From an optimization exercise on the open Yosys and OpenROAD flow, aimed at small area, a short achievable clock period and few clock cycles; shortcuts taken in it are not production practice. At most, simulation tests tie the RTL to the original design; equivalence was not proved. For run 1, only the layout was checked, not whether the RTL still works. Power figures rest on the tool's default switching activity, not on a simulated workload.

==> flow/design.v (outline; a module is shown in full before it is edited, if it fits) <==
// module ks_add32: 502 lines
// module ks_add16c: 196 lines
// module g_a222oi: 3 lines
// module g_a22oi: 3 lines
// module g_a22o: 3 lines
// module g_a21o: 3 lines
// module g_aoi21: 3 lines
// module g_oai21: 3 lines
// module g_nand4: 3 lines
// module g_nand3: 3 lines
// module g_nand2: 3 lines
// module g_nor2: 3 lines
// module g_or3: 3 lines
// module g_inv: 3 lines
// module g_xor2: 3 lines
// module g_xnor2: 3 lines
// module g_ha: 4 lines
// module g_and3: 3 lines
// module g_mux2: 3 lines
// module g_a221o: 3 lines
// module g_buf: 3 lines
// module g_rd32f: 15 lines
// module g_rd32: 14 lines
// module mips: 292 lines
module mips(
	input wire clk,
	input wire rst,
	output wire [31:0] INST_ADDR,
	input wire [31:0] INST_DATA,
	output wire [31:0] DMEM_ADDR,
	output wire DMEM_WE,
	output wire [31:0] DMEM_WDATA,
	input wire [31:0] DMEM_RDATA
	);
  // ...
==> flow/flow/run.sh <==
#!/bin/bash
set -euo pipefail
MARGIN=6.5
bash standard.sh synth > synth.log 2>&1
SYNTH_ODB=orfs/results/sky130hd/mips/base/1_synth.odb openroad -no_init -exit flow/downsize.tcl > downsize.log 2>&1
bash standard.sh SETUP_SLACK_MARGIN=$MARGIN "CTS_ARGS=-sink_clustering_enable -repair_clock_nets -dont_use_dummy_load -buf_list sky130_fd_sc_hd__clkbuf_8 -sink_clustering_size 20" "BUFFER_PORTS_ARGS=-buffer_cell sky130_fd_sc_hd__buf_2" finish > layout.log 2>&1
==> flow/flow/downsize.tcl <==
# Set every combinational cell that synthesis mapped to a larger drive
# strength back to its smallest variant; the timing repair later in the flow
# sizes up the cells that need it.
set odb $::env(SYNTH_ODB)
read_db $odb
set db [ord::get_db]
set n 0
foreach inst [[ord::get_db_block] getInsts] {
  set m [$inst getMaster]
  set name [$m getName]
  if {[regexp {^sky130_fd_sc_hd__(df|edf|sdf|dl|sdl|conb|tap|fill|decap|diode)} $name]} { continue }
  if {[regexp {^(sky130_fd_sc_hd__[a-z0-9]+)_([0-9]+)$} $name -> base size] && $size > 1} {
    foreach s {1 0} {
      set nm [$db findMaster ${base}_$s]
      if {$nm ne "NULL" && $nm ne ""} {
        $inst swapMaster $nm
        incr n
        break
      }
    }
  }
}
puts "downsized $n cells"
write_db $odb
==> flow/standard.sh <==
#!/bin/bash
# synth_recipe.tcl (not shown) runs the flow's synth.tcl, then flattens the netlist and writes it again
# the make line also repeats each setting of config.mk as NAME=value (left out here)
make -C /OpenROAD-flow-scripts/flow DESIGN_CONFIG=/design/flow/config.mk WORK_HOME=/design/flow/orfs CLKGATE_MAP_FILE= SYNTH_SCRIPT=/design/flow/synth_recipe.tcl "${@:-finish}"
==> flow/config.mk <==
export PLATFORM = sky130hd
export DESIGN_NAME = mips
export DESIGN_NICKNAME = mips
export VERILOG_FILES = /design/flow/design.v
export SDC_FILE = /design/flow/constraint.sdc
export NUM_CORES = 8
export LEC_CHECK = 0
export CAP_MARGIN = 20
export CORE_MARGIN = 2
export CORE_UTILIZATION = 40
export SLEW_MARGIN = 20
export SYNTH_HIERARCHICAL = 1
export SYNTH_MINIMUM_KEEP_SIZE = 0
==> flow/constraint.sdc <==
create_clock -name core_clock -period 10.0 [get_ports {clk}]
set_input_delay 2.0000 -clock core_clock [delete_from_list [all_inputs] [get_ports {clk}]]
set_output_delay 2.0000 -clock core_clock [all_outputs]
set_load 0.01 [all_outputs]
==> metrics.md, run 1 <==
| Metric | Value |
|---|---|
| Met2 Track Usage GR | `58.1%` |
| Power share of the combinational group | `26.5%` |
| Clock buf/inv share | `3.99%` |
| Highest metal used | `met5` |
| Placed Area | `0.0680 mm²` |
| Die height | `between 400 and 500 µm` |
| Hold_ws | `0.302 ns` |
| Total power | `14.2 mW` |
| Avg Cell Area, Syn | `9.63 µm²` |
| Crit-path cells | `buf_6` |
| Initial Util | `40.2%` |
| Antenna Cells | `9` |
| Final TNS setup | `0 ns` |
| Top Usage Layer GRT | `met2` |
| Clk slew on worst S/H paths | `roughly 0.060 ns` |
| Final min period | `between 3 and 4 ns` |
| Worst-path fanout max | `2` |
| Seq. pwr | `6.45 mW` |
| Routed wire per std cell | `38.4 µm` |
| M1 GR Usage | `52.2%` |
| Combinational Power | `3.76 mW` |
| Dpl hpwl | `about 220 mm` |
| Finished Layout Cells | `9126` |
| Sequential cell area share | `36.3%` |
| Area grow syn2layout | `16.8%` |
| Commonest non-fill, non-tap cell in the layout | `a22oi_1` |
| # Post-CTS Setup Buffers | `93` |
| Power Dens Cells | `191 mW/mm²` |
| Routed WL | `about 350 mm` |
| Vias | `roughly 67000` |
| Multi-input combinational gate total | `around 5000` |
| Status | `timing/DRC/antenna clean` |
| Setup crit end | `INST_ADDR[31]` |
| Seq_cells | `about 1300` |
| Post-layout util | `47.0%` |
| Largest net degree at the start of global routing | `68` |
==> module mips, before the edit <==
module mips(
	input wire clk,
	input wire rst,
	output wire [31:0] INST_ADDR,
	input wire [31:0] INST_DATA,
	output wire [31:0] DMEM_ADDR,
	output wire DMEM_WE,
	output wire [31:0] DMEM_WDATA,
	input wire [31:0] DMEM_RDATA
	);
	genvar gk, gb;
	reg  [31:0] pc;
	reg  [31:0] ras;
	reg         e_ld, e_st, e_br, e_bx, e_jr;      
	reg         e_cst;                   
	reg  [4:0]  e_rd;                    
	reg         e_fa_lo, e_fa_hi;
	reg         c_ab, c_mb, c_am, c_mm;
	reg         j_a, j_m;                
	reg         e_fb;                    
	reg         x_b, x_bn, x_m, x_mn, x_i, x_in;
	reg         h_b, h_br, h_m, h_mr;
	reg         e_sub;                   
	reg         s_m, s_a, s_c;
	reg         r_add, r_slt, r_and, r_or, r_xor, r_nor, r_srl, r_sll, r_b;
	reg         e_sra;
	reg  [4:0]  e_sa;
	reg  [31:0] e_a, e_b;
	reg  [31:0] e_x;
	reg         m_we, m_ld;
	reg  [4:0]  m_rd;
	reg  [31:0] m_res, m_wd;
	reg  [31:0] rf [1:31];
	reg  [31:1] rf_v;
	wire [31:0] fa = {{16{e_fa_hi}}, {16{e_fa_lo}}};
	wire [31:0] a = (fa & m_res) | (~fa & e_a);
	wire [31:0] bx = ({32{x_b}} & e_b) | ({32{x_bn}} & ~e_b)
	               | ({32{x_m}} & m_res) | ({32{x_mn}} & ~m_res)
	               | ({32{x_i}} & e_x) | ({32{x_in}} & ~e_x);
	wire [4:0]  sa = ({5{s_m}} & m_res[4:0]) | ({5{s_a}} & e_a[4:0]) | ({5{s_c}} & e_sa);
	wire [31:0] sum, p, g;
	ks_add32 add(.a(a), .b(bx), .cin(e_sub), .s(sum), .p(p), .g0(g));
	wire [31:0] pg = p | g;                           
	function automatic [31:0] rev32(input [31:0] x);
		integer k;
		for (k = 0; k < 32; k = k + 1) rev32[k] = x[31-k];
	endfunction
	wire [31:0] sh_in = ({32{h_b}} & e_b) | ({32{h_br}} & rev32(e_b))
	                  | ({32{h_m}} & m_res) | ({32{h_mr}} & rev32(m_res));
	wire        sh_fill = e_sra & bx[31];
	wire [32:0] sh_ext = $signed({sh_fill, sh_in}) >>> sa;
	wire [31:0] sr = sh_ext[31:0];
	wire [31:0] oth = ({32{r_and}} & g)
	                | ({32{r_or}}  & pg)
	                | ({32{r_xor}} & p)
	                | ({32{r_nor}} & ~pg)
	                | ({32{r_srl}} & sr)
	                | ({32{r_sll}} & rev32(sr))
	                | ({32{r_b}}   & bx);
	wire [31:0] alu;
	g_a221o r0(.a1(r_add), .a2(sum[0]), .b1(r_slt), .b2(sum[31]), .c1(oth[0]), .y(alu[0]));
	generate for (gb = 1; gb < 32; gb = gb + 1) begin : res
		g_a21o r(.a1(r_add), .a2(sum[gb]), .b1(oth[gb]), .y(alu[gb]));
	end endgenerate
	wire eq = (c_ab & (e_a == e_b)) | (c_mb & (m_res == e_b))
	        | (c_am & (e_a == m_res)) | c_mm;
	wire mis_br = e_br & (eq ^ e_bx);
	wire mis_jr = (j_a & (e_a != pc)) | (j_m & (m_res != pc));
	wire mis    = mis_br | mis_jr;
	wire [31:0] redirect = e_jr ? a : e_x;
	wire [31:0] m_val = m_ld ? DMEM_RDATA : m_res;
	wire m_w = (m_rd != 5'd0);
	assign DMEM_ADDR  = m_res;
	assign DMEM_WE    = m_we;
	assign DMEM_WDATA = m_wd;
	wire [31:0] ins = INST_DATA;
	assign INST_ADDR = pc;
	wire [5:0]  op  = ins[31:26];
	wire [4:0]  rs  = ins[25:21];
	wire [4:0]  rt  = ins[20:16];
	wire [4:0]  rdf = ins[15:11];
	wire [4:0]  shamt = ins[10:6];
	wire [5:0]  fn  = ins[5:0];
	wire [15:0] imm = ins[15:0];
	wire is_r    = (op == 6'd0);
	wire is_jr   = is_r & (fn == 6'b001000);
	wire is_jalr = is_r & (fn == 6'b001001);
	wire is_j    = (op == 6'd2);
	wire is_jal  = (op == 6'd3);
	wire is_beq  = (op == 6'd4);
	wire is_bne  = (op == 6'd5);
	wire is_br   = is_beq | is_bne;
	wire is_lw   = (op == 6'b100011);
	wire is_sw   = (op == 6'b101011);
	wire is_ia   = (op[5:3] == 3'b001);           
	wire is_lui  = (op == 6'b001111);
	wire sh_const = is_r & (fn == 6'd0 || fn == 6'd2 || fn == 6'd3);
	wire sh_var   = is_r & (fn == 6'd4 || fn == 6'd6 || fn == 6'd7);
	wire uses_rs = (is_r & ~sh_const) | (is_ia & ~is_lui) | is_lw | is_sw | is_br;
	wire uses_rt = (is_r & ~is_jalr) | is_sw | is_br;
	reg  [4:0] dst;
	always @(*) begin
		if (is_r) dst = is_jalr ? 5'd31 : rdf;
		else if (is_ia | is_lw) dst = rt;
		else if (is_jal) dst = 5'd31;
		else dst = 5'd0;
	end
	reg f_sub, f_add, f_slt, f_and, f_or, f_xor, f_nor, f_srl, f_sll, f_sra, f_b;
	always @(*) begin
		{f_sub, f_add, f_slt, f_and, f_or, f_xor, f_nor, f_srl, f_sll, f_sra, f_b} = 11'b0;
		if (is_r) begin
			case (fn)
				6'b100000, 6'b100001: f_add = 1'b1;
				6'b100010, 6'b100011: begin f_add = 1'b1; f_sub = 1'b1; end
				6'b101010, 6'b101011: begin f_slt = 1'b1; f_sub = 1'b1; end
				6'b100100: f_and = 1'b1;
				6'b100101: f_or = 1'b1;
				6'b100110: f_xor = 1'b1;
				6'b100111: f_nor = 1'b1;
				6'b000000, 6'b000100: f_sll = 1'b1;
				6'b000010, 6'b000110: f_srl = 1'b1;
				6'b000011, 6'b000111: begin f_srl = 1'b1; f_sra = 1'b1; end
				6'b001001: f_b = 1'b1;                  
				default: f_and = 1'b1;                  
			endcase
		end else begin
			case (op)
				6'b001000, 6'b001001, 6'b100011, 6'b101011: f_add = 1'b1;
				6'b001010, 6'b001011: begin f_slt = 1'b1; f_sub = 1'b1; end
				6'b001100: f_and = 1'b1;
				6'b001101: f_or = 1'b1;
				6'b001110: f_xor = 1'b1;
				default: f_b = 1'b1;                    
			endcase
		end
	end
	wire f_cst = is_lui | (((op == 6'b001000) | (op == 6'b001001) | (op == 6'b001101) |
	                        (op == 6'b001110)) & (rs == 5'd0));
	wire sext = (op == 6'b001000) | (op == 6'b001010) | is_lw | is_sw | is_br;
	wire [31:0] pc4 = pc + 32'd4;
	wire [31:0] immv = is_lui ? {imm, 16'b0} :
	                   (is_jal | is_jalr) ? pc4 :
	                   {{16{sext & imm[15]}}, imm};
	wire ui = ~((is_r & ~is_jalr) | is_br);
	wire rs_m = m_w & (rs == m_rd);
	wire rt_m = m_w & (rt == m_rd);
	wire [31:1] rf_en;
	generate for (gk = 1; gk < 32; gk = gk + 1) begin : en
		assign rf_en[gk] = rf_v[gk] & (m_rd != gk);
	end endgenerate
	wire [3:0] rs_h = 4'b1 << rs[4:3], rt_h = 4'b1 << rt[4:3];
	wire [7:0] rs_l = 8'b1 << rs[2:0], rt_l = 8'b1 << rt[2:0];
	wire [31:0] sel_a, sel_b;
	generate for (gk = 1; gk < 32; gk = gk + 1) begin : sel
		g_and3 da(.a(rs_h[gk/8]), .b(rs_l[gk%8]), .c(rf_en[gk]), .y(sel_a[gk-1]));
		g_and3 db(.a(rt_h[gk/8]), .b(rt_l[gk%8]), .c(rf_en[gk]), .y(sel_b[gk-1]));
	end endgenerate
	assign sel_a[31] = rs_m;
	assign sel_b[31] = rt_m;
	wire [31:0] rs_val, rt_val;
	generate for (gb = 0; gb < 32; gb = gb + 1) begin : rdp
		wire [31:0] d;
		for (gk = 1; gk < 32; gk = gk + 1) begin : c
			assign d[gk-1] = rf[gk][gb];
		end
		assign d[31] = m_val[gb];
		g_rd32f ua(.s(sel_a), .d(d), .q(rs_val[gb]));
		g_rd32f ub(.s(sel_b), .d(d), .q(rt_val[gb]));
	end endgenerate
	wire e_w = (e_rd != 5'd0);
	wire rs_e = e_w & (rs == e_rd);
	wire rt_e = e_w & (rt == e_rd);
	wire rs_e2;
	g_buf fab(.a(rs_e), .y(rs_e2));       
	wire stall = e_ld & ((uses_rs & rs_e) | (uses_rt & rt_e));
	wire adv = ~stall & ~mis;         
	wire pred_t = is_bne | (is_beq & imm[15]);
	wire [15:0] blo;
	wire        bco;
	ks_add16c badd(.a(pc[17:2]), .b(imm), .cin(1'b1), .s(blo), .co(bco));
	wire [13:0] hi = pc[31:18];
	wire [13:0] hi_p = hi + 14'd1;
	wire [13:0] hi_m = hi - 14'd1;
	wire [13:0] bx0 = imm[15] ? hi : hi_p;        
	wire [13:0] bx1 = imm[15] ? hi_m : hi;        
	wire [13:0] bhi;
	generate for (gb = 0; gb < 14; gb = gb + 1) begin : bsel
		g_mux2 m(.a0(bx1[gb]), .a1(bx0[gb]), .s(bco), .y(bhi[gb]));
	end endgenerate
	wire [31:0] btgt = {bhi, blo, pc[1:0]};
	wire cst_hit = rs_e & e_cst;
	reg [31:0] npc;
	always @(*) begin
		if (is_j | is_jal) npc = {pc4[31:28], ins[25:0], 2'b00};
		else if (is_br & pred_t) npc = btgt;
		else if ((is_jr | is_jalr) & cst_hit) npc = e_x;
		else if (is_jr) npc = ras;
		else npc = pc4;
	end
	always @(posedge clk or posedge rst) begin
		if (rst) begin
			pc <= 32'b0;
			ras <= 32'b0;
		end else begin
			if (mis) pc <= redirect;
			else if (~stall) pc <= npc;
			if (is_jal | is_jalr) ras <= pc4;
		end
	end
	always @(posedge clk or posedge rst) begin
		if (rst) begin
			{e_ld, e_st, e_br, e_bx, e_jr, e_cst} <= 6'b0;
			{j_a, j_m} <= 2'b0;
			e_rd <= 5'd0;
			m_we <= 1'b0;
			m_ld <= 1'b0;
			m_rd <= 5'd0;
		end else begin
			if (adv) begin
				e_ld <= is_lw;
				e_st <= is_sw;
				e_br <= is_br;
				e_bx <= is_bne ^ pred_t;
				e_jr <= is_jr | is_jalr;
				j_a <= (is_jr | is_jalr) & ~rs_e;
				j_m <= (is_jr | is_jalr) & rs_e;
				e_rd <= dst;
				e_cst <= f_cst;
			end else begin
				e_cst <= 1'b0;
				{e_ld, e_st, e_br, e_bx, e_jr} <= 5'b0;
				{j_a, j_m} <= 2'b0;
				e_rd <= 5'd0;
			end
			m_we <= e_st;
			m_ld <= e_ld;
			m_rd <= e_rd;
		end
	end
	always @(posedge clk) begin
		e_fa_lo <= rs_e;
		e_fa_hi <= rs_e2;
		c_ab  <= ~rs_e & ~rt_e;
		c_mb  <= rs_e & ~rt_e;
		c_am  <= ~rs_e & rt_e;
		c_mm  <= rs_e & rt_e;
		e_fb  <= rt_e;
		x_b   <= ~ui & ~rt_e & ~f_sub;
		x_bn  <= ~ui & ~rt_e & f_sub;
		x_m   <= ~ui & rt_e & ~f_sub;
		x_mn  <= ~ui & rt_e & f_sub;
		x_i   <= ui & ~f_sub;
		x_in  <= ui & f_sub;
		h_b   <= ~rt_e & ~f_sll;
		h_br  <= ~rt_e & f_sll;
		h_m   <= rt_e & ~f_sll;
		h_mr  <= rt_e & f_sll;
		e_sub <= f_sub;
		s_m   <= sh_var & rs_e;
		s_a   <= sh_var & ~rs_e;
		s_c   <= ~sh_var;
		e_sa  <= shamt;
		r_add <= f_add;
		r_slt <= f_slt;
		r_and <= f_and;
		r_or  <= f_or;
		r_xor <= f_xor;
		r_nor <= f_nor;
		r_srl <= f_srl;
		r_sll <= f_sll;
		e_sra <= f_sra;
		r_b   <= f_b;
		e_a   <= rs_val;
		e_b   <= rt_val;
		e_x   <= is_br ? (pred_t ? pc4 : btgt) : immv;
		m_res <= alu;
		m_wd  <= e_fb ? m_res : e_b;
	end
	always @(posedge clk or posedge rst) begin
		if (rst) rf_v <= 31'b0;
		else if (m_w) rf_v[m_rd] <= 1'b1;
	end
	generate for (gk = 1; gk < 32; gk = gk + 1) begin : wr
		wire we = (m_rd == gk);
		wire wen = ~we;
		for (gb = 0; gb < 32; gb = gb + 1) begin : b
			wire nx;
			g_a22o m(.a1(we), .a2(m_val[gb]), .b1(wen), .b2(rf[gk][gb]), .y(nx));
			always @(posedge clk) rf[gk][gb] <= nx;
		end
	end endgenerate
endmodule
==> run 2, diff against run 1 <==
--- a/flow/design.v
+++ b/flow/design.v
@@ -823,7 +823,14 @@
 	wire [31:0] bx = ({32{x_b}} & e_b) | ({32{x_bn}} & ~e_b)
 	               | ({32{x_m}} & m_res) | ({32{x_mn}} & ~m_res)
 	               | ({32{x_i}} & e_x) | ({32{x_in}} & ~e_x);
-	wire [4:0]  sa = ({5{s_m}} & m_res[4:0]) | ({5{s_a}} & e_a[4:0]) | ({5{s_c}} & e_sa);
+	wire [4:0]  sa;
+	generate for (gb = 0; gb < 5; gb = gb + 1) begin : sam
+		wire n0, n1, n2;
+		g_nand2 u0(.a(s_m), .b(m_res[gb]), .y(n0));
+		g_nand2 u1(.a(s_a), .b(e_a[gb]), .y(n1));
+		g_nand2 u2(.a(s_c), .b(e_sa[gb]), .y(n2));
+		g_nand3 u3(.a(n0), .b(n1), .c(n2), .y(sa[gb]));
+	end endgenerate
 	wire [31:0] sum, p, g;
 	ks_add32 add(.a(a), .b(bx), .cin(e_sub), .s(sum), .p(p), .g0(g));
 	wire [31:0] pg = p | g;                           
@@ -851,7 +858,7 @@
 	wire eq = (c_ab & (e_a == e_b)) | (c_mb & (m_res == e_b))
 	        | (c_am & (e_a == m_res)) | c_mm;
 	wire mis_br = e_br & (eq ^ e_bx);
-	wire mis_jr = (j_a & (e_a != pc)) | (j_m & (m_res != pc));
+	wire mis_jr = e_jr & ((j_a & (e_a != pc)) | (j_m & (m_res != pc)));
 	wire mis    = mis_br | mis_jr;
 	wire [31:0] redirect = e_jr ? a : e_x;
 	wire [31:0] m_val = m_ld ? DMEM_RDATA : m_res;
@@ -995,8 +1002,7 @@
 	end
 	always @(posedge clk or posedge rst) begin
 		if (rst) begin
-			{e_ld, e_st, e_br, e_bx, e_jr, e_cst} <= 6'b0;
-			{j_a, j_m} <= 2'b0;
+			{e_ld, e_st, e_br, e_bx, e_jr} <= 5'b0;
 			e_rd <= 5'd0;
 			m_we <= 1'b0;
 			m_ld <= 1'b0;
@@ -1008,14 +1014,9 @@
 				e_br <= is_br;
 				e_bx <= is_bne ^ pred_t;
 				e_jr <= is_jr | is_jalr;
-				j_a <= (is_jr | is_jalr) & ~rs_e;
-				j_m <= (is_jr | is_jalr) & rs_e;
 				e_rd <= dst;
-				e_cst <= f_cst;
 			end else begin
-				e_cst <= 1'b0;
 				{e_ld, e_st, e_br, e_bx, e_jr} <= 5'b0;
-				{j_a, j_m} <= 2'b0;
 				e_rd <= 5'd0;
 			end
 			m_we <= e_st;
@@ -1026,6 +1027,9 @@
 	always @(posedge clk) begin
 		e_fa_lo <= rs_e;
 		e_fa_hi <= rs_e2;
+		j_a   <= ~rs_e;
+		j_m   <= rs_e;
+		e_cst <= f_cst;
 		c_ab  <= ~rs_e & ~rt_e;
 		c_mb  <= rs_e & ~rt_e;
 		c_am  <= ~rs_e & rt_e;
==> metrics.md, run 2 <==
| Metric | Value |
|---|---|
| Largest net degree at the start of global routing | `63 (-7.4%)` |
| Post-layout util | `46.7% (-0.27 points)` |
| Initial Util | `40.2% (about the same)` |
| Routed wire per std cell | `36.9 µm (-3.9%)` |
| Die Area | `0.162 mm²` |
| Global route total overflow | `0` |
| Layout cell share with drive strength beyond 1 | `15.3%` |
| Fin. max-slew vios | `0` |
| Required time of the critical path | `around 11 ns` |
| Avg Cell Area, Syn | `9.70 µm² (+0.71%)` |
| Die X | `roughly 400 µm` |
| Status | `timing/DRC/antenna clean` |
| Slew headroom | `a little under a fifth` |
| H-tree depth | `4` |
| RSZ-0062 raised after global routing | `true` |
| Worst-path fanout max | `32 (+30)` |
| TritonCTS clock tree | `built` |
| Initial DRC Count | `~11000` |
| Site Rows | `about 150` |
| PortBufs | `162` |
| # fillers | `15002` |
| Max-cap violations | `0` |
| Final min period | `3.69 ns (-0.00536 ns)` |
| Most frequent cells in the layout | `dfxtp_1, a22oi_1, a22o_1` |
| Clock root buffer | `clkbuf_8` |
| Largest register FFs | `992` |
| Commonest non-fill, non-tap cell in the layout | `dfxtp_1` |
| Fin nets | `7100` |
| Crit path DAT | `4.52 ns` |
| Peak Freq | `~270 MHz` |
| Vias | `65399 (-1.9%)` |
| Clock Latency Late Sink | `1.02 ns` |
| Mapped cell area | `0.0636 mm²` |
| Clk slew on worst S/H paths | `0.06 ns (about the same)` |
| Worst setup SP type | `input port` |
| Final TNS setup | `0 ns (unchanged)` |
| Area grow syn2layout | `16.1%` |
| DRC | `0` |
| GRT Util Overall | `39.1%` |
| Vias per cell | `7.22` |
| Top Ports | `around 160` |
| Initial antenna violation count | `20` |
| Worst-case vdd ir drop | `0.152 mV` |
| Dpl hpwl | `208 mm (-6.0%)` |
| Fin crit share | `a little under two fifths` |
| Num Clock Sinks | `1302` |
| Routed WL | `334 mm (-4.7%)` |
| ANT nets after route | `0` |
| Seq. cell area | `0.0268 mm²` |
| Leakage | `28.9 nW` |
| Largest register by flop count | `rf` |
| Slew of the pin with the lowest slew margin | `1.22 ns` |
| Core Footprint | `0.158 mm²` |
| Number of global-route vias before repair | `59716` |
| Total CTS buffers | `219` |
| Setup violators final | `0` |
| Cells after synthesis | `about 6600` |
| Fin. Hold Viols | `0` |
| Drt pass-1 iters | `7` |
| Hold Path Class | `flip-flop to flip-flop` |
| Gpl congestion | `1.02` |
| Bufs on Longest Clock Path | `3` |
| Yosys warnings | `9` |
| Critical Path Sink Type | `flip-flop` |
| Clock skew | `0.165 ns` |
| Multi-input gate area | `0.0373 mm²` |
| Die height | `403 µm (about the same)` |
| Global-route wire length before repair | `460 mm` |
| Power Dens Cells | `186 mW/mm² (-2.7%)` |
| Worst Setup Path Type | `input port to flip-flop` |
[run 2: metal layers]
| layer | part of all wire (%) | GRT usage [%] | routed length, µm | vias to the layer above |
|---|---|---|---|---|
| met5 | 0.030 | 0 | 100 | - |
| met4 | 9.7 | 30.7 | 32400 | 16 |
| met3 | 12 | 11.3 | 41200 | 1196 |
| met2 | 41 | 56.8 | 138000 | 5264 |
| met1 | 37 | 48.6 | 123000 | 31857 |
| li1 | - | - | - | 27066 |
[run 2: area by class of cell]
type | count | area share, %
timing repair buffer | 466 | 5.14
clock buffer | 219 | 4.08
multi-input combinational | 4911 | 50.5
sequential | 1302 | 36.3
tap | 2072 | 3.51
inverter | 71 | 0.398
antenna | 16 | 0.0542
[run 2: worst paths after layout]
path,start,to,slack (ns),cells after the start
setup / recovery,INST_DATA[17],e_b[30],6.31,8
hold / removal,e_st,m_we,0.40,0
setup reg to reg,e_b[4],m_res[0],6.33,10
hold reg to reg,e_st,m_we,0.40,0
max in group asynchronous,rst,m_rd[0],7.20,4
min in group asynchronous,rst,m_we,1.39,3
[run 2: power breakdown]
| part | internal (mW) | leakage (nW) | switching (mW) |
|---|---|---|---|
| clock | 1.91 | 1.57 | 2.08 |
| combinational | 1.38 | 16.2 | 2.05 |
| sequential | 5.79 | 11.1 | 0.521 |
[run 2: stage by stage]
step / instances / hold slack [ns] / power, mW / worst slack [ns] / area (µm²)
finish: 9057 / 0.404 / 13.7 / 6.31 / 73900
global route: 9045 / 0.424 / 14.1 / 6.36 / 73900
CTS: 9008 / 0.408 / 13.4 / 6.37 / 73000
detailed placement: 8700 / 0.395 / 9.16 / 4.84 / 68100
global placement: 8700 / 0.402 / 9.13 / 4.97 / 68100
floorplan: 6565 / 0.331 / 8.06 / 5.81 / 64500
[run 2: critical path, stage by stage]
cell and delay (ns):
buf_2 0.30, nor3b_2 0.68, and3_1 0.26, buf_4 0.45, a22oi_1 0.18, nand4_1 0.33, nor2_1 0.18, nand2_1 0.10
[run 2: what timing repair did]
action / 4_1_cts / 5_1_grt
endpoints found under the setup margin: 252 / 201
hold buffers: 0 / 0
setup buffers: 87 / 32
gates resized for setup: 354 / 153
pin swaps: 18 / 43
gates cloned: 2 / 1
Testbench counts of run 2, summed over its fixed seeds: cycles 74,576.
==> run 3, diff against run 2 <==
==> flow/flow/run.sh (replaced) <==
#!/bin/bash
set -euo pipefail
MARGIN=6.5
bash standard.sh synth > synth.log 2>&1
SYNTH_ODB=orfs/results/sky130hd/mips/base/1_synth.odb openroad -no_init -exit flow/downsize.tcl > downsize.log 2>&1
bash standard.sh SETUP_SLACK_MARGIN=$MARGIN "CTS_ARGS=-sink_clustering_enable -repair_clock_nets -dont_use_dummy_load -buf_list sky130_fd_sc_hd__clkbuf_8 -sink_clustering_size 20" finish > layout.log 2>&1
==> metrics.md, run 3 <==
| Metric | Value |
|---|---|
| Status | `timing/DRC/antenna clean` |
| Peak Freq | `276 MHz (+1.9%)` |
| RSZ-0062 raised after global routing | `true` |
| NetSw | `4.61 mW (-0.74%)` |
| Final min period | `3.62 ns (-0.0702 ns)` |
| Max-cap violations | `0 (unchanged)` |
| Gpl congestion | `1.04 (+1.9%)` |
| Total CTS buffers | `218 (-0.46%)` |
| Num Clock Sinks | `1302 (unchanged)` |
| Global route total overflow | `0 (unchanged)` |
| Clock root buffer | `clkbuf_8` |
| Drt pass-1 iters | `10 (+3)` |
| Mapped cell area | `0.0636 mm² (unchanged)` |
| Slew headroom | `25.7% (+6.7 points)` |
| Largest register by flop count | `rf` |
| Largest net degree at the start of global routing | `60 (-4.8%)` |
| Vias per cell | `7.29 (+0.95%)` |
| Layout cell share with drive strength beyond 1 | `15.3% (-0.076 points)` |
| Commonest non-fill, non-tap cell in the layout | `dfxtp_1` |
| Hold_buf cts | `0 (unchanged)` |
| Clock Latency Late Sink | `0.99 ns (-0.03 ns)` |
| R2R setup slack | `6.41 ns (+0.08 ns)` |
| Hold Path Class | `flip-flop to flip-flop` |
| Core Footprint | `0.158 mm² (unchanged)` |
| Fin nets | `7115 (+0.21%)` |
| Crit path DAT | `4.39 ns (-0.13 ns)` |
| Yosys warnings | `9 (unchanged)` |
| Routed wire per std cell | `37.0 µm (+0.41%)` |
| Avg Cell Area, Syn | `9.70 µm² (unchanged)` |
| Power share of the combinational group | `24.6% (-0.4 points)` |
| Clock network power share | `29.1% (about the same)` |
| DRC | `0 (unchanged)` |
| TritonCTS clock tree | `built` |
| Site Rows | `146 (unchanged)` |
| Vias | `66070 (+1.0%)` |
| Critical Path Sink Type | `flip-flop` |
| Bufs on Longest Clock Path | `3 (unchanged)` |
| Die Area | `0.162 mm² (unchanged)` |
| Initial Util | `40.2% (unchanged)` |
| Final TNS setup | `0 ns (unchanged)` |
| Worst Setup Path Type | `input port to flip-flop` |
| Cells after synthesis | `6564 (unchanged)` |
| Switch share | `33.8% (-0.086 points)` |
| Routed WL | `336 mm (+0.49%)` |
| Int Pwr | `9.04 mW (-0.36%)` |
| # fillers | `15003 (+0.0067%)` |
| Largest register FFs | `992 (unchanged)` |
| H-tree depth | `4 (unchanged)` |
| ANT nets after route | `0 (unchanged)` |
| Fin. max-slew vios | `0 (unchanged)` |
| Initial DRC Count | `12166 (+7.9%)` |
| Fin crit share | `36.2% (-0.70 points)` |
| Worst-path fanout max | `33 (+3.1%)` |
| Clock skew | `0.145 ns (-0.0202 ns)` |
| PortBufs | `162 (unchanged)` |
| Worst-case vdd ir drop | `0.125 mV (-18%)` |
| Seq pwr share | `46.3% (+0.3 points)` |
| Total power | `13.7 mW (-0.49%)` |
| Most frequent cells in the layout | `dfxtp_1, a22oi_1, a22o_1` |
| Initial antenna violation count | `19 (-5.0%)` |
| Slew of the pin with the lowest slew margin | `1.11 ns (-0.100 ns)` |
| Fin. Hold Viols | `0 (unchanged)` |
| Area grow syn2layout | `16.6%` |
| Clk slew on worst S/H paths | `0.05 ns (about the same)` |
| Die X | `403 µm (unchanged)` |
| Leakage | `29.0 nW (+0.32%)` |
| GRT Util Overall | `39.1% (about the same)` |
| Worst setup SP type | `input port` |
| Die height | `403 µm (unchanged)` |
| Global-route wire length before repair | `461 mm (+0.15%)` |
| Setup violators final | `0 (unchanged)` |
| Top Ports | `163 (unchanged)` |
| Number of global-route vias before repair | `59504 (-0.36%)` |
| Required time of the critical path | `10.77 ns (-0.06 ns)` |
| Power Dens Cells | `184 mW/mm² (-0.89%)` |
| Dpl hpwl | `207 mm (-0.47%)` |
run 3: layout make-up:
type / instances / area [µm²] / area share (%)
diodes: 8 / 20.0 / 0.0270
clock buffers: 218 / 3000 / 4.04
inverters: 71 / 293 / 0.395
multi-input cells: 4911 / 37400 / 50.4
flip-flops and latches: 1302 / 26900 / 36.2
well taps: 2072 / 2590 / 3.49
repair buffers: 481 / 4040 / 5.45
repair inverters: 1 / 5.00 / 0.00674
run 3: critical path, stage by stage:
cell and delay (ns):
clkdlybuf4s50_1 0.58, mux2_1 0.38, buf_4 0.30, a22oi_1 0.25, nand4_1 0.44, nor2_1 0.30, nand2_1 0.10
run 3: through the flow:
stage	util [%]	worst slack [ns]	cell area (µm²)	hold WS, ns	std cells
3_3_place_gp	43.5	4.35	68900	0.436	8694
3_5_place_dp	43.5	4.33	68900	0.437	8694
4_1_cts	46.5	6.34	73600	0.450	9019
6_report	46.9	6.38	74200	0.459	9064
2_1_floorplan	-	5.81	64500	0.331	6565
5_1_grt	46.9	6.31	74200	0.464	9057
run 3: what timing repair did:
| item | CTS | global route |
|---|---|---|
| buffers inserted | 104 | 34 |
| resized for setup | 902 | 142 |
| cloned | 3 | 3 |
| endpoints found under the setup margin | 361 | 192 |
| pin swaps | 35 | 38 |
run 3: power by group through the flow:
stage	Combinational (mW)	Clock (mW)	Sequential (mW)
finish	3.36	3.98	6.32
global route	3.48	4.20	6.36
CTS	3.17	3.98	6.28
detailed placement	2.57	0	6.65
global placement	2.55	0	6.64
floorplan	1.83	0	6.22
run 3: per-layer routing:
metal	wire length, µm	part of all wire, %	track usage (%)
met1	123000	37	49.3
met5	68	0.020	0
met3	43300	13	10.9
met4	31100	9.3	29.1
met2	138000	41	56.9
run 3: path summary, 6_finish.rpt:
check                               startpoint  endpoint  depth (start not counted)
worst max-delay path            DMEM_RDATA[26]   e_b[26]                          7
worst min-delay path                      e_st      m_we                          0
worst max register to register         e_b[16]  m_res[0]                         10
worst min register to register            e_st      m_we                          0
max in group asynchronous                  rst    pc[20]                          4
min in group asynchronous                  rst      m_we                          3
==> run 4, diff against run 3 <==
--- a/flow/config.mk
+++ b/flow/config.mk
@@ -8,6 +8,7 @@
 export CAP_MARGIN = 20
 export CORE_MARGIN = 2
 export CORE_UTILIZATION = 40
+export PLACE_DENSITY = 0.8
 export SLEW_MARGIN = 20
 export SYNTH_HIERARCHICAL = 1
 export SYNTH_MINIMUM_KEEP_SIZE = 0
==> metrics.md, run 4 <==
| Metric | Value |
|---|---|
| Status | `timing/DRC/antenna clean` |
| Placed Area | `0.0689 mm² (about the same)` |
| Most frequent cells in the layout | `dfxtp_1, a22oi_1, a22o_1` |
| Hold Path Class | `flip-flop to flip-flop` |
| Gpl congestion | `1.05 (+0.77%)` |
| Worst setup SP type | `input port` |
| Worst-path fanout max | `32 (-3.0%)` |
| Vias | `68161 (+3.2%)` |
| Layout cell share with drive strength beyond 1 | `14.5% (-0.75 points)` |
| Site Rows | `146 (unchanged)` |
| Required time of the critical path | `10.90 ns (+0.13 ns)` |
| Critical path's largest stage delay | `0.59 ns (about the same)` |
| Slew headroom | `19.0% (-6.7 points)` |
| Initial DRC Count | `13514 (+11%)` |
| Yosys warnings | `9 (unchanged)` |
| Global route total overflow | `0 (unchanged)` |
| GRT Util Overall | `37.1% (-2.0 points)` |
| PortBufs | `162 (unchanged)` |
| DRC | `0 (unchanged)` |
| Largest register by flop count | `rf` |
| Hold path startpoint | `e_st` |
| Fin nets | `7103 (-0.17%)` |
| Area grow syn2layout | `16.2%` |
| Top delay family on crit path | `simple AND/OR/NAND/NOR gates` |
| Final min period | `3.68 ns (+0.0545 ns)` |
| RSZ-0062 raised after global routing | `true` |
| Crit-path cells | `clkdlybuf4s18_2 -> nor2_1 -> and3_1 -> buf_4 -> a22oi_1 -> nand4_1 -> nor2_1 -> nand2_1` |
| Multi-input gate area | `0.0372 mm² (-0.58%)` |
| Initial antenna violation count | `16 (-3)` |
| Worst-case vdd ir drop | `0.119 mV (-4.2%)` |
| Cell with the most instances on the worst path | `nor2_1` |
| Final TNS setup | `0 ns (unchanged)` |
| Power Dens Cells | `183 mW/mm² (-0.49%)` |
| Die X | `403 µm (unchanged)` |
| Mapped cell area | `0.0636 mm² (unchanged)` |
| Critical R2R Capture | `m_res[0]` |
| Largest register FFs | `992 (unchanged)` |
| WHS Endpoint | `m_we` |
| Num Clock Sinks | `1302 (unchanged)` |
| R2R cell count | `10 (unchanged)` |
| Initial Util | `40.2% (unchanged)` |
| Die height | `403 µm (unchanged)` |
| Cells after synthesis | `6564 (unchanged)` |
| Routed wire per std cell | `35.2 µm (-4.9%)` |
| Crit path DAT | `4.58 ns (+0.19 ns)` |
| Clock skew | `0.113 ns (-0.0322 ns)` |
| Finished Layout Cells | `9051 (-0.14%)` |
| Fin crit share | `36.8% (+0.55 points)` |
| Slowest cell on crit path | `nor2_1` |
| Routed WL | `319 mm (-5.0%)` |
| Commonest non-fill, non-tap cell in the layout | `dfxtp_1` |
| # fillers | `14751 (-1.7%)` |
| Max-cap violations | `0 (unchanged)` |
| Largest net degree at the start of global routing | `69 (+15%)` |
| Core Footprint | `0.158 mm² (unchanged)` |
| Clock Latency Late Sink | `0.98 ns (about the same)` |
| Clk slew on worst S/H paths | `0.06 ns (about the same)` |
| Slew of the pin with the lowest slew margin | `1.22 ns (+0.101 ns)` |
| H-tree depth | `4 (unchanged)` |
| Clock root buffer | `clkbuf_8` |
| Placed Cells incl. Taps | `8707 (+0.15%)` |
| Worst Setup Path Type | `input port to flip-flop` |
| Setup WS post-layout | `6.32 ns (-0.0545 ns)` |
| Number of global-route vias before repair | `63327 (+6.4%)` |
| Total CTS buffers | `206 (-5.5%)` |
| Pre-CTS setup slack | `4.34 ns (+0.00282 ns)` |
| R2R setup slack | `6.37 ns (-0.04 ns)` |
| Drt pass-1 iters | `14 (+4)` |
| TritonCTS clock tree | `built` |
| Fin. Hold Viols | `0 (unchanged)` |
| Post-route cell area | `0.0739 mm² (-0.39%)` |
| Seq. cell area | `0.0268 mm² (about the same)` |
| ANT nets after route | `0 (unchanged)` |
| Avg Cell Area, Syn | `9.70 µm² (unchanged)` |
| Fin. max-slew vios | `0 (unchanged)` |
| Dpl hpwl | `192 mm (-7.3%)` |
| Buf+Inv Stages, Crit Path | `2 (unchanged)` |
| Peak Freq | `272 MHz (-1.5%)` |
| Setup violators final | `0 (unchanged)` |
| Top Ports | `163 (unchanged)` |
| Die Area | `0.162 mm² (unchanged)` |
| Hold_buf cts | `0 (unchanged)` |
| Vias per cell | `7.53 (+3.3%)` |
| Critical Path Sink Type | `flip-flop` |
| Total power | `13.5 mW (-0.88%)` |
| Global-route wire length before repair | `448 mm (-2.8%)` |
| Hold depth | `0 (unchanged)` |
| Leakage | `28.9 nW (-0.43%)` |
| FF-to-FF Start | `e_b[6]` |
| Bufs on Longest Clock Path | `3 (unchanged)` |
## run 4: timing repair
item	in CTS	in global routing
pin swaps	17	28
cloned	3	1
buffers inserted	93	34
resized for setup	753	209
setup endpoints to repair	368	218
## run 4: cell type report
cell class                 count  area share [%]
timing repair buffer         482            5.60
clock buffer                 206            3.84
tap                         2072            3.51
sequential                  1302            36.3
multi-input combinational   4910            50.3
inverter                      71           0.408
antenna                        7          0.0237
timing repair inverter         1         0.00677
## run 4: per-stage QoR
stage	hold WS (ns)	utilization, %
CTS	0.361	46.3
finish	0.353	46.7
floorplan	0.331	-
global placement	0.335	43.6
global route	0.368	46.7
detailed placement	0.348	43.6
## run 4: power breakdown
| part | switching, mW | internal, mW |
|---|---|---|
| Combinational | 2.01 | 1.40 |
| Clock | 2.01 | 1.80 |
| Sequential | 0.537 | 5.78 |
## run 4: worst max path at each step
stage / slack (ns) / cells after the start / start / to
after floorplan: 5.81 / 11 / INST_DATA[0] / pc[21]
after global placement: 4.31 / 12 / INST_DATA[0] / pc[21]
after detailed placement: 4.34 / 12 / INST_DATA[0] / pc[21]
after CTS: 6.42 / 1 / pc[11] / INST_ADDR[11]
after global routing: 6.41 / 1 / pc[11] / INST_ADDR[11]
final: 6.32 / 8 / INST_DATA[23] / e_a[9]
## run 4: routing by layer
metal | share of wire [%] | vias to the layer above | track usage, % | wire [µm]
met3 | 15 | 1930 | 15.1 | 49200
met4 | 10 | 12 | 30.4 | 33300
met1 | 34 | 32462 | 44.0 | 109000
li1 | - | 27040 | - | -
met2 | 40 | 6717 | 52.4 | 127000
met5 | 0.031 | - | 0.238 | 99
==> run 5, diff against run 4 <==
--- a/flow/config.mk
+++ b/flow/config.mk
@@ -8,7 +8,7 @@
 export CAP_MARGIN = 20
 export CORE_MARGIN = 2
 export CORE_UTILIZATION = 40
-export PLACE_DENSITY = 0.8
+export PLACE_DENSITY = 0.7
 export SLEW_MARGIN = 20
 export SYNTH_HIERARCHICAL = 1
 export SYNTH_MINIMUM_KEEP_SIZE = 0
==> metrics.md, run 5 <==
| Metric | Value |
|---|---|
| Seq. cell area | `0.0268 mm² (unchanged)` |
| Layout cell share with drive strength beyond 1 | `15.2% (+0.70 points)` |
| Clock skew | `0.0971 ns (-0.0159 ns)` |
| Global-route wire length before repair | `462 mm (+3.2%)` |
| Peak Freq | `274 MHz (+0.80%)` |
| Number of global-route vias before repair | `62577 (-1.2%)` |
| Die height | `403 µm (unchanged)` |
| Clk slew on worst S/H paths | `0.05 ns (about the same)` |
| Vias | `67909 (-0.37%)` |
| Final min period | `3.65 ns (-0.0292 ns)` |
| Core Footprint | `0.158 mm² (unchanged)` |
| H-tree depth | `4 (unchanged)` |
| Worst setup SP type | `flip-flop` |
| Top delay family on crit path | `flip-flops` |
| Power Dens Cells | `184 mW/mm² (+0.73%)` |
| Max-cap violations | `0 (unchanged)` |
| Leakage | `29.0 nW (+0.40%)` |
| Drt pass-1 iters | `12 (-2)` |
| Yosys warnings | `9 (unchanged)` |
| Post-route cell area | `0.0742 mm² (+0.35%)` |
| Total power | `13.7 mW (+1.1%)` |
| Largest register FFs | `992 (unchanged)` |
| RSZ-0062 raised after global routing | `true` |
| Initial Util | `40.2% (unchanged)` |
| Top Usage Layer GRT | `met2` |
| Initial DRC Count | `13108 (-3.0%)` |
| Multi-input gate area | `0.0373 mm² (+0.32%)` |
| Initial antenna violation count | `18 (+2)` |
| Top Ports | `163 (unchanged)` |
| Fin crit share | `36.5% (-0.29 points)` |
| Largest register by flop count | `rf` |
| Global route total overflow | `0 (unchanged)` |
| Gpl congestion | `1.03 (-1.5%)` |
| TritonCTS clock tree | `built` |
| Most frequent cells in the layout | `dfxtp_1, a22oi_1, a22o_1` |
| Mapped cell area | `0.0636 mm² (unchanged)` |
| Slew of the pin with the lowest slew margin | `1.21 ns (-0.00348 ns)` |
| Total CTS buffers | `214 (+3.9%)` |
| PortBufs | `162 (unchanged)` |
| Slowest cell on crit path | `dfrtp_4` |
| Die X | `403 µm (unchanged)` |
| Clock root buffer | `clkbuf_8` |
| Fin. max-slew vios | `0 (unchanged)` |
| Area grow syn2layout | `16.6%` |
| Crit path DAT | `1.65 ns (-2.93 ns)` |
| M1 GR Usage | `47.2% (+3.2 points)` |
| Worst-case vdd ir drop | `0.117 mV (-1.8%)` |
| Critical Path Sink Type | `output port` |
| GRT Util Overall | `38.8% (+1.7 points)` |
| DRC | `0 (unchanged)` |
| Routed wire per std cell | `36.6 µm (+4.0%)` |
| # fillers | `14936 (+1.3%)` |
| Met2 Track Usage GR | `55.5% (+3.1 points)` |
| Slew headroom | `19.1% (+0.11 points)` |
| Final TNS setup | `0 ns (unchanged)` |
| Num Clock Sinks | `1302 (unchanged)` |
| Finished Layout Cells | `9070 (+0.21%)` |
| Avg Cell Area, Syn | `9.70 µm² (unchanged)` |
| Worst-path fanout max | `2 (-94%)` |
| Routing usage on met3 | `15.1% (+0.028 points)` |
| Crit-path cells | `buf_6` |
| Critical path's largest stage delay | `0.55 ns (-0.04 ns)` |
| Worst Setup Path Type | `flip-flop to output port` |
| Placed Cells incl. Taps | `8726 (+0.22%)` |
| Site Rows | `146 (unchanged)` |
| Bufs on Longest Clock Path | `3 (unchanged)` |
| Dpl hpwl | `202 mm (+5.1%)` |
| Setup violators final | `0 (unchanged)` |
| Commonest non-fill, non-tap cell in the layout | `dfxtp_1` |
| Vias per cell | `7.49 (-0.58%)` |
| Required time of the critical path | `8.00 ns (-2.90 ns)` |
| Fin. Hold Viols | `0 (unchanged)` |
| Placed Area | `0.0691 mm² (+0.24%)` |
| Hold_buf cts | `0 (unchanged)` |
| Hold Path Class | `flip-flop to flip-flop` |
| ANT nets after route | `0 (unchanged)` |
| Largest net degree at the start of global routing | `69 (unchanged)` |
| Clock Latency Late Sink | `1.02 ns (+0.04 ns)` |
| Routed WL | `332 mm (+4.3%)` |
| Cells after synthesis | `6564 (unchanged)` |
| Buf+Inv Stages, Crit Path | `1 (-1)` |
| Fin nets | `7117 (+0.20%)` |
| Die Area | `0.162 mm² (unchanged)` |
| Hold_ws | `0.347 ns (-0.00681 ns)` |
| Status | `timing/DRC/antenna clean` |
-- run 5: final timing paths --
kind	start	to	slack [ns]	cells past startpoint
worst max-delay path	pc[10]	INST_ADDR[10]	6.35	1
worst min register to register	e_st	m_we	0.35	0
max in group asynchronous	rst	pc[23]	7.07	3
min in group asynchronous	rst	e_bx	1.55	2
worst min-delay path	e_st	m_we	0.35	0
worst max register to register	e_b[2]	m_res[29]	6.45	10
-- run 5: layout make-up --
class	count	share of cell area [%]
multi-input combinational	4911	50.3
sequential	1302	36.2
timing repair buffer	487	5.63
clock buffer	214	3.97
tap	2072	3.49
inverter	71	0.391
antenna	12	0.0405
timing repair inverter	1	0.00675
-- run 5: power breakdown --
part	internal [mW]	switching, mW
registers	5.79	0.548
clock network	1.87	2.06
logic	1.36	2.06
-- run 5: stage by stage --
step / util, % / setup slack [ns]
final: 46.9 / 6.35
after global routing: 46.9 / 6.34
after CTS: 46.5 / 6.33
after detailed placement: 43.7 / 4.33
after global placement: 43.7 / 4.49
after floorplan: - / 5.81
-- run 5: repair_timing --
item	CTS	global route
setup endpoints to repair	350	213
resized for setup	848	174
pin swaps	22	28
gates cloned	4	1
setup buffers	91	22
-- run 5: per-layer routing --
metal / routed length [µm] / part of all wire (%) / vias up
met5: 483 / 0.15 / -
met4: 30700 / 9.2 / 20
met3: 51400 / 15 / 1682
met2: 134000 / 40 / 6548
met1: 116000 / 35 / 32580
li1: - / - / 27079
==> run 6, diff against run 5 <==
==> flow/flow/run.sh (replaced) <==
#!/bin/bash
set -euo pipefail
MARGIN=6.7
bash standard.sh synth > synth.log 2>&1
SYNTH_ODB=orfs/results/sky130hd/mips/base/1_synth.odb openroad -no_init -exit flow/downsize.tcl > downsize.log 2>&1
bash standard.sh SETUP_SLACK_MARGIN=$MARGIN "CTS_ARGS=-sink_clustering_enable -repair_clock_nets -dont_use_dummy_load -buf_list sky130_fd_sc_hd__clkbuf_8 -sink_clustering_size 20" finish > layout.log 2>&1
==> metrics.md, run 6 <==
| Metric | Value |
|---|---|
| Routed WL | `327 mm (-1.4%)` |
| Critical path's largest stage delay | `0.53 ns (-0.02 ns)` |
| Die X | `403 µm (unchanged)` |
| Vias | `67980 (+0.10%)` |
| Max-cap violations | `0 (unchanged)` |
| Cells after synthesis | `6564 (unchanged)` |
| Worst setup SP type | `flip-flop` |
| DRC | `0 (unchanged)` |
| Clock root buffer | `clkbuf_8` |
| RSZ-0062 raised after global routing | `true` |
| Die height | `403 µm (unchanged)` |
| Avg Cell Area, Syn | `9.70 µm² (unchanged)` |
| Yosys warnings | `9 (unchanged)` |
| Worst-path fanout max | `2 (unchanged)` |
| Buf+Inv Stages, Crit Path | `1 (unchanged)` |
| Mapped cell area | `0.0636 mm² (unchanged)` |
| Most frequent cells in the layout | `a22oi_1, dfxtp_1, a22o_1` |
| Peak Freq | `276 MHz (+0.79%)` |
| PortBufs | `162 (unchanged)` |
| Area grow syn2layout | `19.6%` |
| Leakage | `29.6 nW (+2.2%)` |
| Crit-path cells | `buf_6` |
| Clock skew | `0.138 ns (+0.0410 ns)` |
| Final min period | `3.62 ns (-0.0286 ns)` |
| # fillers | `14672 (-1.8%)` |
| Die Area | `0.162 mm² (unchanged)` |
| Worst-case vdd ir drop | `0.128 mV (+9.2%)` |
| Num Clock Sinks | `1302 (unchanged)` |
| Bufs on Longest Clock Path | `3 (unchanged)` |
| Drt pass-1 iters | `17 (+5)` |
| Fin crit share | `36.2% (-0.29 points)` |
| Worst Setup Path Type | `flip-flop to output port` |
| Required time of the critical path | `8.00 ns (about the same)` |
| Top delay family on crit path | `flip-flops` |
| Clock Latency Late Sink | `1.00 ns (-0.02 ns)` |
| Layout cell share with drive strength beyond 1 | `18.4% (+3.2 points)` |
| Global route total overflow | `0 (unchanged)` |
| ANT nets after route | `0 (unchanged)` |
| H-tree depth | `4 (unchanged)` |
| Vias per cell | `7.47 (-0.28%)` |
| Initial DRC Count | `13288 (+1.4%)` |
| GRT Util Overall | `38.0% (-0.78 points)` |
| Routed wire per std cell | `36.0 µm (-1.8%)` |
| Hold_ws | `0.346 ns (-0.00107 ns)` |
| Gpl congestion | `1.08 (+5.0%)` |
| Setup WS post-layout | `6.38 ns (+0.0286 ns)` |
| Initial antenna violation count | `21 (+3)` |
| Pre-CTS setup slack | `4.31 ns (-0.0193 ns)` |
| Fin. max-slew vios | `0 (unchanged)` |
| Fin nets | `7152 (+0.49%)` |
| Largest net degree at the start of global routing | `69 (unchanged)` |
| TritonCTS clock tree | `built` |
| Setup violators final | `0 (unchanged)` |
| Number of global-route vias before repair | `62753 (+0.28%)` |
| Slowest cell on crit path | `dfrtp_4` |
| Hold_buf cts | `0 (unchanged)` |
| Power Dens Cells | `181 mW/mm² (-1.6%)` |
| Total CTS buffers | `210 (-1.9%)` |
| Fin. Hold Viols | `0 (unchanged)` |
| Hold Path Class | `flip-flop to flip-flop` |
| Status | `timing/DRC/antenna clean` |
| Dpl hpwl | `199 mm (-1.7%)` |
| Final TNS setup | `0 ns (unchanged)` |
| Critical Path Sink Type | `output port` |
| Slew headroom | `19.4% (+0.36 points)` |
| Largest register by flop count | `rf` |
| Site Rows | `146 (unchanged)` |
| Largest register FFs | `992 (unchanged)` |
| Global-route wire length before repair | `457 mm (-1.1%)` |
| Clk slew on worst S/H paths | `0.06 ns (about the same)` |
| Top Ports | `163 (unchanged)` |
| Initial Util | `40.2% (unchanged)` |
| Core Footprint | `0.158 mm² (unchanged)` |
| Slew of the pin with the lowest slew margin | `1.21 ns (-0.00357 ns)` |
| Crit path DAT | `1.62 ns (-0.03 ns)` |
| Commonest non-fill, non-tap cell in the layout | `a22oi_1` |
## run 6: final timing paths
kind	start	end	slack [ns]	depth (start not counted)
max reg2reg	e_b[21]	m_res[0]	6.48	10
max	pc[28]	INST_ADDR[28]	6.38	1
max in group asynchronous	rst	pc[5]	7.05	4
min	e_st	m_we	0.35	0
min in group asynchronous	rst	rf_v[12]	1.75	3
min reg2reg	e_st	m_we	0.35	0
## run 6: layout make-up
cell class | instances | area, µm² | share of cell area [%]
clock buffers | 210 | 2890 | 3.80
repair buffers | 520 | 4950 | 6.51
repair inverters | 1 | 5.00 | 0.00658
multi-input cells | 4917 | 38400 | 50.4
diodes | 12 | 30.0 | 0.0395
flip-flops and latches | 1302 | 26900 | 35.4
well taps | 2072 | 2590 | 3.41
inverters | 71 | 308 | 0.404
## run 6: timing repair
action	in CTS	in global routing
gates cloned	12	5
setup endpoints to repair	399	277
setup buffers	124	38
resized for setup	1121	268
pin swaps	52	75
## run 6: per-stage QoR
stage / total power, mW / instances / cell area, µm² / util [%]
detailed placement: 9.16 / 8704 / 69000 / 43.6
floorplan: 8.05 / 6565 / 64700 / -
CTS: 13.4 / 9050 / 74600 / 47.2
global placement: 9.12 / 8704 / 69000 / 43.6
global route: 14.1 / 9098 / 76100 / 48.1
finish: 13.8 / 9105 / 76100 / 48.1
## run 6: per-layer routing
metal  part of all wire, %  global-route usage, %  wire length [µm]
met2                    40                   53.8            132000
met1                    35                   46.5            114000
met5                  0.23                   2.65               744
met4                   9.1                   27.2             29700
met3                    16                   15.1             51100
## run 6: power breakdown
group / internal, mW / leakage (nW) / switching (mW) / total, mW
logic: 1.49 / 17.0 / 2.10 / 3.59
clock network: 1.83 / 1.51 / 2.05 / 3.88
registers: 5.78 / 11.1 / 0.556 / 6.34
total: 9.11 / 29.6 / 4.70 / 13.8
==> run 7, diff against run 6 <==
==> flow/flow/run.sh (replaced) <==
#!/bin/bash
set -euo pipefail
MARGIN=6.6
bash standard.sh synth > synth.log 2>&1
SYNTH_ODB=orfs/results/sky130hd/mips/base/1_synth.odb openroad -no_init -exit flow/downsize.tcl > downsize.log 2>&1
bash standard.sh SETUP_SLACK_MARGIN=$MARGIN "CTS_ARGS=-sink_clustering_enable -repair_clock_nets -dont_use_dummy_load -buf_list sky130_fd_sc_hd__clkbuf_8 -sink_clustering_size 20" finish > layout.log 2>&1
==> metrics.md, run 7 <==
| Metric | Value |
|---|---|
| Status | `timing/DRC/antenna clean` |
| GRT Util Overall | `38.7% (+0.64 points)` |
| Slowest cell on crit path | `dfrtp_4` |
| Layout cell share with drive strength beyond 1 | `17.0% (-1.4 points)` |
| Total power | `13.7 mW (-0.99%)` |
| PortBufs | `162 (unchanged)` |
| Commonest non-fill, non-tap cell in the layout | `dfxtp_1` |
| Buf+Inv Stages, Crit Path | `1 (unchanged)` |
| Cells after synthesis | `6564 (unchanged)` |
| Post-route cell area | `0.0751 mm² (-1.2%)` |
| Fin crit share | `36.2% (about the same)` |
| Hold_buf cts | `0 (unchanged)` |
| Die height | `403 µm (unchanged)` |
| Worst setup SP type | `flip-flop` |
| Placed Area | `0.0692 mm² (+0.37%)` |
| Clock root buffer | `clkbuf_8` |
| Max-cap violations | `0 (unchanged)` |
| Slew of the pin with the lowest slew margin | `1.24 ns (+0.0341 ns)` |
| Mapped cell area | `0.0636 mm² (unchanged)` |
| Fin nets | `7138 (-0.20%)` |
| Global-route wire length before repair | `462 mm (+1.2%)` |
| Largest register FFs | `992 (unchanged)` |
| Slew headroom | `17.0% (-2.4 points)` |
| Final TNS setup | `0 ns (unchanged)` |
| Clk slew on worst S/H paths | `0.05 ns (about the same)` |
| Peak Freq | `277 MHz (about the same)` |
| Die Area | `0.162 mm² (unchanged)` |
| Initial Util | `40.2% (unchanged)` |
| Clock Latency Late Sink | `1.00 ns (about the same)` |
| Post-layout util | `47.5% (-0.60 points)` |
| Fin. max-slew vios | `0 (unchanged)` |
| Initial antenna violation count | `16 (-24%)` |
| ANT nets after route | `0 (unchanged)` |
| Final min period | `3.62 ns (-0.000900 ns)` |
| Global route total overflow | `0 (unchanged)` |
| Worst-path fanout max | `2 (unchanged)` |
| Dpl hpwl | `200 mm (+0.59%)` |
| Routed wire per std cell | `36.3 µm (+1.0%)` |
| Power Dens Cells | `182 mW/mm² (+0.26%)` |
| Bufs on Longest Clock Path | `3 (unchanged)` |
| Required time of the critical path | `8.00 ns (about the same)` |
| Crit path DAT | `1.62 ns (about the same)` |
| Routed WL | `330 mm (+0.84%)` |
| Fin. Hold Viols | `0 (unchanged)` |
| Initial DRC Count | `13176 (-0.84%)` |
| Yosys warnings | `9 (unchanged)` |
| Critical path's largest stage delay | `0.53 ns (about the same)` |
| Site Rows | `146 (unchanged)` |
| Die X | `403 µm (unchanged)` |
| Multi-input gate area | `0.0377 mm² (-1.7%)` |
| Largest net degree at the start of global routing | `69 (unchanged)` |
| Gpl congestion | `1.04 (-4.1%)` |
| Core Footprint | `0.158 mm² (unchanged)` |
| Avg Cell Area, Syn | `9.70 µm² (unchanged)` |
| Setup violators final | `0 (unchanged)` |
| Leakage | `29.3 nW (-0.97%)` |
| Worst Setup Path Type | `flip-flop to output port` |
| Clock skew | `0.0891 ns (-0.0490 ns)` |
| Vias | `67916 (-0.094%)` |
| Worst-case vdd ir drop | `0.154 mV (+21%)` |
| Hold Path Class | `flip-flop to flip-flop` |
| Number of global-route vias before repair | `62987 (+0.37%)` |
| # fillers | `14772 (+0.68%)` |
| Drt pass-1 iters | `10 (-7)` |
| H-tree depth | `4 (unchanged)` |
| Top Ports | `163 (unchanged)` |
| Crit-path cells | `buf_6` |
| TritonCTS clock tree | `built` |
| Area grow syn2layout | `18.1%` |
| Num Clock Sinks | `1302 (unchanged)` |
| DRC | `0 (unchanged)` |
| Critical Path Sink Type | `output port` |
| Largest register by flop count | `rf` |
| Top delay family on crit path | `flip-flops` |
| Vias per cell | `7.47 (about the same)` |
| Seq. cell area | `0.0269 mm² (-0.32%)` |
| Total CTS buffers | `209 (-0.48%)` |
| Most frequent cells in the layout | `dfxtp_1, a22oi_1, a22o_1` |
| RSZ-0062 raised after global routing | `true` |
run 7: cell count changes in the layout (fill, tap and decap cells not counted), moves of 6 or more:
| cell | change |
|---|---|
| and3_4 | -14 |
| buf_6 | -15 |
| dfxtp_1 | +21 |
| dfxtp_4 | -22 |
| mux2i_1 | +7 |
| nor3_1 | +6 |
| xor2_1 | +7 |
run 7: per-stage QoR:
stage / hold WS (ns) / std cells / setup WS [ns]
finish: 0.432 / 9088 / 6.38
global route: 0.462 / 9080 / 6.36
CTS: 0.454 / 9046 / 6.36
detailed placement: 0.389 / 8728 / 4.23
global placement: 0.411 / 8728 / 4.19
floorplan: 0.331 / 6565 / 5.81
run 7: final timing paths:
path | end | cells after the start | start | slack, ns
max | INST_ADDR[30] | 1 | pc[30] | 6.38
min | m_we | 0 | e_st | 0.43
max reg2reg | e_a[25] | 12 | m_rd[1] | 6.51
min reg2reg | m_we | 0 | e_st | 0.43
max in group asynchronous | pc[15] | 4 | rst | 7.01
min in group asynchronous | rf_v[28] | 3 | rst | 1.80
run 7: worst reg2reg max path, cell delays in order, from the launching register on:
cell	delay, ns
dfrtp_2	0.53
buf_4	0.21
ha_2	0.29
nor2b_2	0.24
nand2_1	0.09
buf_6	0.26
and2_1	0.23
and3_1	0.19
buf_6	0.21
a22oi_1	0.28
nand4_1	0.20
nor2_2	0.32
nand2_1	0.26
run 7: report_power, final:
| group | total [mW] | switching (mW) | internal, mW |
|---|---|---|---|
| clock | 3.85 | 2.03 | 1.82 |
| combinational | 3.51 | 2.07 | 1.44 |
| sequential | 6.31 | 0.529 | 5.78 |
| total | 13.7 | 4.63 | 9.05 |
run 7: final cells by class:
cell class	count	area share, %
repair inverters	1	0.00666
multi-input cells	4911	50.2
diodes	9	0.0300
repair buffers	513	6.38
well taps	2072	3.45
clock buffers	209	3.83
flip-flops and latches	1302	35.7
inverters	71	0.396
run 7: repair_timing:
item / in CTS / in global routing
pin swaps: 25 / 51
resized for setup: 959 / 254
gates cloned: 3 / 3
setup buffers: 106 / 30
setup endpoints to repair: 394 / 300
hold endpoints to repair: 0 / 0
run 7: per-layer routing:
metal | vias up | global-route usage, % | routed length [µm]
met5 | - | 0 | 94
met3 | 1687 | 13.8 | 48700
met1 | 32630 | 47.7 | 117000
met4 | 14 | 29.0 | 31400
li1 | 27120 | - | -
met2 | 6465 | 55.0 | 133000
==> run 8, diff against run 7 <==
==> flow/flow/run.sh (replaced) <==
#!/bin/bash
set -euo pipefail
MARGIN=6.55
bash standard.sh synth > synth.log 2>&1
SYNTH_ODB=orfs/results/sky130hd/mips/base/1_synth.odb openroad -no_init -exit flow/downsize.tcl > downsize.log 2>&1
bash standard.sh SETUP_SLACK_MARGIN=$MARGIN "CTS_ARGS=-sink_clustering_enable -repair_clock_nets -dont_use_dummy_load -buf_list sky130_fd_sc_hd__clkbuf_8 -sink_clustering_size 20" finish > layout.log 2>&1
==> metrics.md, run 8 <==
| Metric | Value |
|---|---|
| Status | `timing/DRC/antenna clean` |
| H-tree depth | `4 (unchanged)` |
| Leakage | `29.2 nW (-0.33%)` |
| Power Dens Cells | `183 mW/mm² (+0.53%)` |
| Largest register FFs | `992 (unchanged)` |
| Drt pass-1 iters | `7 (-3)` |
| # fillers | `14975 (+1.4%)` |
| Multi-input gate area | `0.0376 mm² (-0.33%)` |
| Yosys warnings | `9 (unchanged)` |
| Fin crit share | `36.4% (+0.21 points)` |
| Hold_buf cts | `0 (unchanged)` |
| Clock Latency Late Sink | `0.96 ns (-0.04 ns)` |
| RSZ-0062 raised after global routing | `true` |
| Vias per cell | `7.40 (-1.0%)` |
| Fin. Hold Viols | `0 (unchanged)` |
| Clock root buffer | `clkbuf_8` |
| Largest register by flop count | `rf` |
| Core Footprint | `0.158 mm² (unchanged)` |
| Bufs on Longest Clock Path | `3 (unchanged)` |
| Seq. cell area | `0.0269 mm² (about the same)` |
| Slew headroom | `17.5% (+0.50 points)` |
| DR WL met3 | `50.5 mm (+3.7%)` |
| Wire length on met2 | `134 mm (+0.58%)` |
| ANT nets after route | `0 (unchanged)` |
| Critical R2R Capture | `m_res[0]` |
| DRC | `0 (unchanged)` |
| Top Ports | `163 (unchanged)` |
| Global route total overflow | `0 (unchanged)` |
| Peak Freq | `275 MHz (-0.58%)` |
| R2R setup slack | `6.48 ns (-0.03 ns)` |
| Final TNS setup | `0 ns (unchanged)` |
| Worst-case vdd ir drop | `0.110 mV (-28%)` |
| Routed WL | `328 mm (-0.72%)` |
| Initial DRC Count | `13079 (-0.74%)` |
| Crit path DAT | `4.45 ns (+2.83 ns)` |
| Clk slew on worst S/H paths | `0.06 ns (about the same)` |
| Setup violators final | `0 (unchanged)` |
| Worst Setup Path Type | `input port to flip-flop` |
| Max-cap violations | `0 (unchanged)` |
| PortBufs | `162 (unchanged)` |
| Num Clock Sinks | `1302 (unchanged)` |
| TritonCTS clock tree | `built` |
| Die height | `403 µm (unchanged)` |
| Fin. max-slew vios | `0 (unchanged)` |
| Largest net degree at the start of global routing | `69 (unchanged)` |
| Worst setup SP type | `input port` |
| Most frequent cells in the layout | `dfxtp_1, a22oi_1, a22o_1` |
| Layout cell share with drive strength beyond 1 | `16.0% (-1.0 points)` |
| Die Area | `0.162 mm² (unchanged)` |
| Fin nets | `7130 (-0.11%)` |
| GRT Util Overall | `38.3% (-0.38 points)` |
| Wl on met1 | `114 mm (-2.9%)` |
| Slew of the pin with the lowest slew margin | `1.22 ns (-0.0218 ns)` |
| Worst setup path start | `INST_DATA[18]` |
| WHS Endpoint | `m_we` |
| Final min period | `3.64 ns (+0.0212 ns)` |
| Total CTS buffers | `212 (+1.4%)` |
| Die X | `403 µm (unchanged)` |
| Site Rows | `146 (unchanged)` |
| Number of global-route vias before repair | `61955 (-1.6%)` |
| Cells after synthesis | `6564 (unchanged)` |
| Mapped cell area | `0.0636 mm² (unchanged)` |
| Initial antenna violation count | `27 (+11)` |
| Highest metal used | `met5` |
| Gpl congestion | `1.08 (+4.0%)` |
| Routed wire per std cell | `36.1 µm (-0.72%)` |
| Avg Cell Area, Syn | `9.70 µm² (unchanged)` |
| Initial Util | `40.2% (unchanged)` |
| FF-to-FF Start | `e_b[21]` |
| Commonest non-fill, non-tap cell in the layout | `dfxtp_1` |
| Critical Path Sink Type | `flip-flop` |
| Clock skew | `0.108 ns (+0.0189 ns)` |
| Hold path startpoint | `e_st` |
| Hold depth | `0 (unchanged)` |
| Required time of the critical path | `10.81 ns (+2.81 ns)` |
| Hold Path Class | `flip-flop to flip-flop` |
| Dpl hpwl | `203 mm (+1.5%)` |
| Post-layout util | `47.2% (-0.26 points)` |
| Vias | `67232 (-1.0%)` |
| Worst-path fanout max | `32 (+30)` |
| R2R cell count | `10 (-2)` |
| Global-route wire length before repair | `456 mm (-1.5%)` |
| Area grow syn2layout | `17.4%` |
[run 8: power by group]
part / total, mW / internal [mW] / switching (mW) / leakage [nW]
clock: 3.89 / 1.85 / 2.04 / 1.52
combinational: 3.45 / 1.38 / 2.07 / 16.6
sequential: 6.33 / 5.78 / 0.543 / 11.1
[run 8: critical path, cell delays in order]
cell,delay [ns]
buf_2,0.33
and3b_2,0.35
and3_1,0.17
buf_4,0.28
a22oi_1,0.26
nand4_1,0.30
nor2_2,0.53
nand2_1,0.19
[run 8: cell type report]
cell class | instances | area share, %
timing repair inverter | 1 | 0.00670
tap | 2072 | 3.47
sequential | 1302 | 35.9
timing repair buffer | 502 | 5.96
multi-input combinational | 4911 | 50.3
antenna | 17 | 0.0569
inverter | 71 | 0.387
clock buffer | 212 | 3.90
[run 8: metrics by stage]
stage / setup slack [ns] / instance area [µm²] / power, mW / cells / hold slack, ns
3_5_place_dp: 4.27 / 69100 / 9.25 / 8725 / 0.344
6_report: 6.36 / 74700 / 13.7 / 9088 / 0.352
5_1_grt: 6.36 / 74700 / 14.0 / 9075 / 0.374
2_1_floorplan: 5.81 / 64600 / 8.06 / 6565 / 0.331
3_3_place_gp: 4.30 / 69100 / 9.21 / 8725 / 0.340
4_1_cts: 6.33 / 73800 / 13.4 / 9034 / 0.357
[run 8: per-layer routing]
metal	vias up	global-route usage (%)
met2	6250	54.9
met1	32423	46.4
met5	-	0.208
met3	1432	15.2
met4	22	27.5
li1	27105	-
[run 8: worst max-delay path by stage]
stage	to	slack [ns]	depth (start not counted)
global placement	pc[0]	4.30	10
detailed placement	pc[0]	4.27	10
finish	e_b[21]	6.36	8
CTS	INST_ADDR[30]	6.33	1
floorplan	pc[21]	5.81	11
global route	INST_ADDR[25]	6.36	1
[run 8: what timing repair did]
| action | 4_1_cts | 5_1_grt |
|---|---|---|
| setup endpoints to repair | 386 | 242 |
| pin swaps | 18 | 44 |
| setup buffers | 94 | 36 |
| gates resized for setup | 926 | 231 |
| gates cloned | 3 | 1 |

Re-timed with assumed drivers on the ports (clkbuf_16 on the clock, buf_2 on other inputs), run 8 has 6.294 ns of setup slack against 6.362 ns with ideal ports, and 5.409 ns once port delays also move by the mid clock arrival of 0.995 ns.
